Context: an optimization exercise on an open-source flow, tuned for small area and a short achievable clock period. The choices shown serve that exercise and are no tape-out recipe. RTL that was checked went through simulation tests only; none was proved equivalent to the original. Power is estimated from default activity; no workload was simulated.

==> trial 11 <==
// processor
module processor (
    input         CLK, RESET,
    output [31:0] PCcurrent,
    input  [31:0] instruction,
    output        WEmem,
    output [31:0] Adres_mem,
    output [31:0] WriteData,
    input  [31:0] ReadData
);
==> module processor, before the edit <==
module processor (
    input         CLK, RESET,
    output [31:0] PCcurrent,
    input  [31:0] instruction,
    output        WEmem,
    output [31:0] Adres_mem,
    output [31:0] WriteData,
    input  [31:0] ReadData
);
    wire [5:0]  op  = instruction[31:26];
    wire [4:0]  rs  = instruction[25:21];
    wire [4:0]  rt  = instruction[20:16];
    wire [4:0]  rd  = instruction[15:11];
    wire [5:0]  fn  = instruction[5:0];
    wire [15:0] imm = instruction[15:0];
    wire is_r    = ~op[5] & ~op[3] & ~op[2] & ~op[1];    
    wire is_qb   = op[4];                                
    wire is_imm  = op[5] | (op[3] & ~op[4]);             
    wire is_lw   = op[5] & ~op[3];                       
    wire is_beq  = op[2] & ~op[1];                       
    wire is_jr   = op[2] & op[1] & ~op[4];               
    wire is_jal  = op[1] & op[0] & ~op[5] & ~op[2];      
    wire is_rd   = is_r | is_qb;
    wire we      = op[5] ? ~op[3] : ~(op[2] & ~op[4]);
    assign WEmem = (op == 6'h2B);
    wire f_shift = ~fn[5];
    wire f_logic = fn[2];
    wire f_slt   = fn[3];
    wire sub     = (is_r & fn[1]) | is_beq;    
    wire sat     = is_qb & instruction[8];
    reg  [31:0] regs [1:31];
    wire [4:0]  wa = is_jal ? 5'd31 : (is_rd ? rd : rt);
    wire [31:0] wd;
    integer k;
    wire [31:0] a, b;
    wire [31:1] sel_a, sel_b;
    wire [32*31-1:0] rflat;
    genvar gi;
    generate for (gi = 1; gi < 32; gi = gi + 1) begin : rdec
        assign sel_a[gi] = (rs == gi);
        assign sel_b[gi] = (rt == gi);
        assign rflat[(gi-1)*32 +: 32] = regs[gi];
    end endgenerate
    rdmux rd_a (.sel(sel_a), .d(rflat), .y(a));
    rdmux rd_b (.sel(sel_b), .d(rflat), .y(b));
    always @(posedge CLK) begin
        if (we && wa != 5'd0)
            regs[wa] <= wd;
    end
    wire [31:0] bx = is_imm ? {{16{imm[15]}}, imm} : (b ^ {32{sub}});
    wire        ps = ~is_qb;    
    wire [34:0] a35 = {a[31:24], ps, a[23:16], ps, a[15:8], ps, a[7:0]};
    wire [34:0] b35 = {bx[31:24], 1'b0, bx[23:16], 1'b0, bx[15:8], 1'b0, bx[7:0]};
    wire [36:0] s37 = {1'b0, a35, 1'b1} + {1'b0, b35, sub};
    wire [35:0] s36 = s37[36:1];
    wire [31:0] sum = {s36[34:27], s36[25:18], s36[16:9], s36[7:0]};
    wire [3:0]  bc  = {s36[35], s36[26], s36[17], s36[8]};
    wire [31:0] sum_sat = sum | {{8{sat & bc[3]}}, {8{sat & bc[2]}}, {8{sat & bc[1]}}, {8{sat & bc[0]}}};
    wire        ltu = ~s36[35];
    assign Adres_mem = a + {{16{imm[15]}}, imm};
    assign WriteData = b;
    wire        left = ~fn[1];
    wire        fill = fn[0] & b[31];
    reg  [31:0] brev, srev;
    always @(*) begin
        for (k = 0; k < 32; k = k + 1) brev[k] = b[31 - k];
    end
    wire [31:0] sx = left ? brev : b;
    wire [31:0] sh1 = a[0] ? {fill, sx[31:1]}          : sx;
    wire [31:0] sh2 = a[1] ? {{2{fill}}, sh1[31:2]}    : sh1;
    wire [31:0] sh4 = a[2] ? {{4{fill}}, sh2[31:4]}    : sh2;
    wire [31:0] sh8 = a[3] ? {{8{fill}}, sh4[31:8]}    : sh4;
    wire [31:0] sr  = a[4] ? {{16{fill}}, sh8[31:16]}  : sh8;
    always @(*) begin
        for (k = 0; k < 32; k = k + 1) srev[k] = sr[31 - k];
    end
    wire [31:0] shres = left ? srev : sr;
    wire [31:0] logic_r = fn[0] ? (a | b) : (a & b);
    wire [31:0] alu = ~is_r      ? sum_sat :
                      f_shift    ? shres :
                      f_logic    ? logic_r :
                      f_slt      ? {31'd0, ltu} : sum;
    wire [31:0] pc4 = {PCcurrent[31:2] + 30'd1, PCcurrent[1:0]};
    assign wd = is_lw ? ReadData : (is_jal ? pc4 : alu);
    reg  [31:0] pc;
    assign PCcurrent = pc;
    wire [31:0] pcbr = {pc4[31:2] + {{14{imm[15]}}, imm}, pc[1:0]};
    wire [31:0] pcj  = {pc4[31:28], instruction[25:0], 2'b00};
    wire        eq   = &(a ^ bx);    
    wire [31:0] npc  = is_jr ? a : is_jal ? pcj : (is_beq & eq) ? pcbr : pc4;
    always @(posedge CLK) begin
        if (RESET) pc <= 32'd0;
        else       pc <= npc;
    end
endmodule
==> module rdmux, before the edit <==
module rdmux (
    input      [31:1]        sel,
    input      [32*31-1:0]   d,
    output reg [31:0]        y
);
    integer k;
    always @(*) begin
        y = 32'd0;
        for (k = 1; k < 32; k = k + 1)
            y = y | ({32{sel[k]}} & d[(k-1)*32 +: 32]);
    end
endmodule
clock: 11.0 ns
lec_check: 0
cap_margin: 20
core_margin: 2
core_utilization: 45
setup_slack_margin: 3.5
slew_margin: 20
synth_hierarchical: 1
synth_minimum_keep_size: 0
run.sh (not shown) runs the stock make flow with config.mk's settings and CLKGATE_MAP_FILE= SYNTH_SCRIPT=/design/flow/synth_recipe.tcl, a recipe that flattens the netlist after the stock synthesis.
==> inputs of trial 7, as changes to trial 11 <==
--- a/flow/design.v
+++ b/flow/design.v
@@ -15,2 +15,3 @@
     wire [15:0] imm = instruction[15:0];
+    wire [31:0] simm = {{16{imm[15]}}, imm};
     wire is_r    = ~op[5] & ~op[3] & ~op[2] & ~op[1];    
@@ -25,7 +26,4 @@
     assign WEmem = (op == 6'h2B);
-    wire f_shift = ~fn[5];
-    wire f_logic = fn[2];
-    wire f_slt   = fn[3];
     wire sub     = (is_r & fn[1]) | is_beq;    
-    wire sat     = is_qb & instruction[8];
+    wire sat     = is_qb & instruction[8];     
     reg  [31:0] regs [1:31];
@@ -33,14 +31,2 @@
     wire [31:0] wd;
-    integer k;
-    wire [31:0] a, b;
-    wire [31:1] sel_a, sel_b;
-    wire [32*31-1:0] rflat;
-    genvar gi;
-    generate for (gi = 1; gi < 32; gi = gi + 1) begin : rdec
-        assign sel_a[gi] = (rs == gi);
-        assign sel_b[gi] = (rt == gi);
-        assign rflat[(gi-1)*32 +: 32] = regs[gi];
-    end endgenerate
-    rdmux rd_a (.sel(sel_a), .d(rflat), .y(a));
-    rdmux rd_b (.sel(sel_b), .d(rflat), .y(b));
     always @(posedge CLK) begin
@@ -49,3 +35,16 @@
     end
-    wire [31:0] bx = is_imm ? {{16{imm[15]}}, imm} : (b ^ {32{sub}});
+    wire [32*32-1:0] rflat;
+    assign rflat[31:0] = 32'd0;
+    genvar gi;
+    generate
+        for (gi = 1; gi < 32; gi = gi + 1) begin : rdat
+            assign rflat[gi*32 +: 32] = regs[gi];
+        end
+    endgenerate
+    wire [31:0] a, b;
+    rdport rd_a (.r(rs), .d(rflat), .y(a));
+    rdport rd_b (.r(rt), .d(rflat), .y(b));
+    assign WriteData = b;
+    ksadd #(.W(32)) addr_add (.a(a), .b(simm), .s(Adres_mem));
+    wire [31:0] bx = is_imm ? simm : (b ^ {32{sub}});
     wire        ps = ~is_qb;    
@@ -59,4 +58,3 @@
     wire        ltu = ~s36[35];
-    assign Adres_mem = a + {{16{imm[15]}}, imm};
-    assign WriteData = b;
+    integer k;
     wire        left = ~fn[1];
@@ -67,3 +65,3 @@
     end
-    wire [31:0] sx = left ? brev : b;
+    wire [31:0] sx  = left ? brev : b;
     wire [31:0] sh1 = a[0] ? {fill, sx[31:1]}          : sx;
@@ -77,12 +75,19 @@
     wire [31:0] shres = left ? srev : sr;
-    wire [31:0] logic_r = fn[0] ? (a | b) : (a & b);
-    wire [31:0] alu = ~is_r      ? sum_sat :
-                      f_shift    ? shres :
-                      f_logic    ? logic_r :
-                      f_slt      ? {31'd0, ltu} : sum;
     wire [31:0] pc4 = {PCcurrent[31:2] + 30'd1, PCcurrent[1:0]};
-    assign wd = is_lw ? ReadData : (is_jal ? pc4 : alu);
+    wire r_alu   = is_r & fn[5];
+    wire w_sum   = ~is_r ? ~(is_lw | is_jal) : (r_alu & ~fn[2] & ~fn[3]);
+    wire w_shift = is_r & ~fn[5];
+    wire w_and   = r_alu & fn[2] & ~fn[0];
+    wire w_or    = r_alu & fn[2] & fn[0];
+    wire w_slt   = r_alu & ~fn[2] & fn[3];
+    assign wd = ({32{w_sum}}   & sum_sat)
+              | ({32{w_shift}} & shres)
+              | ({32{w_and}}   & (a & b))
+              | ({32{w_or}}    & (a | b))
+              | {31'd0, w_slt & ltu}
+              | ({32{is_lw}}   & ReadData)
+              | ({32{is_jal}}  & pc4);
     reg  [31:0] pc;
     assign PCcurrent = pc;
-    wire [31:0] pcbr = {pc4[31:2] + {{14{imm[15]}}, imm}, pc[1:0]};
+    wire [31:0] pcbr = {pc4[31:2] + simm[29:0], pc[1:0]};
     wire [31:0] pcj  = {pc4[31:28], instruction[25:0], 2'b00};
@@ -95,13 +100,80 @@
 endmodule
-module rdmux (
-    input      [31:1]        sel,
-    input      [32*31-1:0]   d,
-    output reg [31:0]        y
+module rdport (
+    input  [4:0]         r,
+    input  [32*32-1:0]   d,
+    output [31:0]        y
 );
-    integer k;
+    genvar s, g;
+    generate
+        for (s = 0; s < 4; s = s + 1) begin : sl
+            wire [7:0]    lo;
+            wire [3:0]    hi;
+            wire [32*8-1:0] ds;
+            for (g = 0; g < 32; g = g + 1) begin : reg8
+                assign ds[g*8 +: 8] = d[g*32 + s*8 +: 8];
+            end
+            rdec  dec (.r(r), .lo(lo), .hi(hi));
+            rmux8 mux (.lo(lo), .hi(hi), .d(ds), .y(y[s*8 +: 8]));
+        end
+    endgenerate
+endmodule
+module rdec (
+    input      [4:0] r,
+    output reg [7:0] lo,
+    output reg [3:0] hi
+);
+    integer i;
     always @(*) begin
-        y = 32'd0;
-        for (k = 1; k < 32; k = k + 1)
-            y = y | ({32{sel[k]}} & d[(k-1)*32 +: 32]);
+        for (i = 0; i < 8; i = i + 1) lo[i] = (r[2:0] == i);
+        for (i = 0; i < 4; i = i + 1) hi[i] = (r[4:3] == i);
     end
 endmodule
+module rmux8 (
+    input      [7:0]        lo,
+    input      [3:0]        hi,
+    input      [32*8-1:0]   d,
+    output reg [7:0]        y
+);
+    integer g, l;
+    reg [7:0] t;
+    always @(*) begin
+        y = 8'd0;
+        for (g = 0; g < 4; g = g + 1) begin
+            t = 8'd0;
+            for (l = 0; l < 8; l = l + 1)
+                if (g * 8 + l != 0)
+                    t = t | ({8{lo[l]}} & d[(g * 8 + l) * 8 +: 8]);
+            y = y | ({8{hi[g]}} & t);
+        end
+    end
+endmodule
+module ksadd #(parameter W = 32) (
+    input  [W-1:0] a, b,
+    output [W-1:0] s
+);
+    localparam L = (W > 32) ? 6 : 5;            
+    wire [W-1:0] g [0:L];
+    wire [W-1:0] p [0:L];
+    assign g[0] = a & b;
+    assign p[0] = a ^ b;
+    genvar i;
+    generate
+        for (i = 0; i < L; i = i + 1) begin : lev
+            kslevel #(.W(W), .D(1 << i), .INV(i % 2), .LAST(i == L - 1))
+                l (.gi(g[i]), .pi(p[i]), .go(g[i+1]), .po(p[i+1]));
+        end
+    endgenerate
+    wire [W-1:0] c = (L % 2) ? ~g[L] : g[L];
+    assign s = p[0] ^ {c[W-2:0], 1'b0};
+endmodule
+module kslevel #(parameter W = 32, parameter D = 1, parameter INV = 0, parameter LAST = 0) (
+    input  [W-1:0] gi, pi,
+    output [W-1:0] go, po
+);
+    wire [W-1:0] gt = INV ? ~gi : gi;
+    wire [W-1:0] pt = INV ? ~pi : pi;
+    wire [W-1:0] gn = gt | (pt & {gt[W-1-D:0], {D{1'b0}}});
+    wire [W-1:0] pn = pt & {pt[W-1-D:0], {D{1'b1}}};
+    assign go = INV ? gn : ~gn;
+    assign po = LAST ? {W{1'b0}} : (INV ? pn : ~pn);
+endmodule
--- a/flow/config.mk
+++ b/flow/config.mk
@@ -10,3 +10,3 @@
 export CORE_UTILIZATION = 45
-export SETUP_SLACK_MARGIN = 3.5
+export SETUP_SLACK_MARGIN = 4.0
 export SLEW_MARGIN = 20
==> inputs of trial 83, as changes to trial 11 <==
--- a/flow/design.v
+++ b/flow/design.v
@@ -28,3 +28,3 @@
     wire f_slt   = fn[3];
-    wire sub     = (is_r & fn[1]) | is_beq;    
+    wire sub     = is_r & fn[1];
     wire sat     = is_qb & instruction[8];
@@ -53,4 +53,3 @@
     wire [34:0] b35 = {bx[31:24], 1'b0, bx[23:16], 1'b0, bx[15:8], 1'b0, bx[7:0]};
-    wire [36:0] s37 = {1'b0, a35, 1'b1} + {1'b0, b35, sub};
-    wire [35:0] s36 = s37[36:1];
+    wire [35:0] s36 = {1'b0, a35} + {1'b0, b35} + {35'd0, sub};
     wire [31:0] sum = {s36[34:27], s36[25:18], s36[16:9], s36[7:0]};
@@ -59,3 +58,3 @@
     wire        ltu = ~s36[35];
-    assign Adres_mem = a + {{16{imm[15]}}, imm};
+    assign Adres_mem = sum;
     assign WriteData = b;
@@ -88,3 +87,3 @@
     wire [31:0] pcj  = {pc4[31:28], instruction[25:0], 2'b00};
-    wire        eq   = &(a ^ bx);    
+    wire        eq   = (a == b);
     wire [31:0] npc  = is_jr ? a : is_jal ? pcj : (is_beq & eq) ? pcbr : pc4;
--- a/flow/config.mk
+++ b/flow/config.mk
@@ -10,3 +10,2 @@
 export CORE_UTILIZATION = 45
-export SETUP_SLACK_MARGIN = 3.5
 export SLEW_MARGIN = 20
==> results.txt <==
Trial 83 completed without violations. Trial 7 finished but fails on slew limit. Trial 11 completed without violations. Fmax: trial 7 > trial 11 > trial 83. Against trial 11, the synthesized cell count of trial 83 is higher by about 0.47%. Critical path depth: trial 11 > trial 83 > trial 7. Of trial 7 and trial 83, trial 7 has the higher worst setup slack (gap 3100 ps). Die area is about the same in trial 83 and trial 7. Routed wire length: trial 83 < trial 11 < trial 7. In trial 7 the register-to-register slack is higher than in trial 11, by 480 ps. Power is about the same in trial 7 and trial 11. The highest sequential share of layout area belongs to trial 83, the lowest to trial 7. Synthesized area is about the same in trial 7 and trial 11.
For trial 11, only the layout was checked, not whether the RTL still works.

## separate check: timing with driven ports
How much do the figures lean on ideal ports? The routed layouts below were timed once more, with nothing changed but the port constraints.
Step 1: set_driving_cell puts a clkbuf_16 on CLK and a buf_2 on each other input, an assumption about the parent block.
Step 2 times the ports against the registers' clock, not the clock port: input delays grow and output delays shrink by t, the midpoint of the rising clock arrivals with the driver on.
Three values: no drivers, after step 1, after step 2; two values: the first two.
run	t, ns	setup slack, ns	worst setup path at the end
trial 11	0.788	2.060 / 2.011 / 2.011	input to output
trial 7	0.797	3.288 / 2.868 / 2.868	input to output
trial 83	0.802	0.184 / 0.140 / 0.140	input to output
The setup slack of trial 7, which loses most, moves by -0.420 ns with the drivers and by -0.420 ns with both steps.
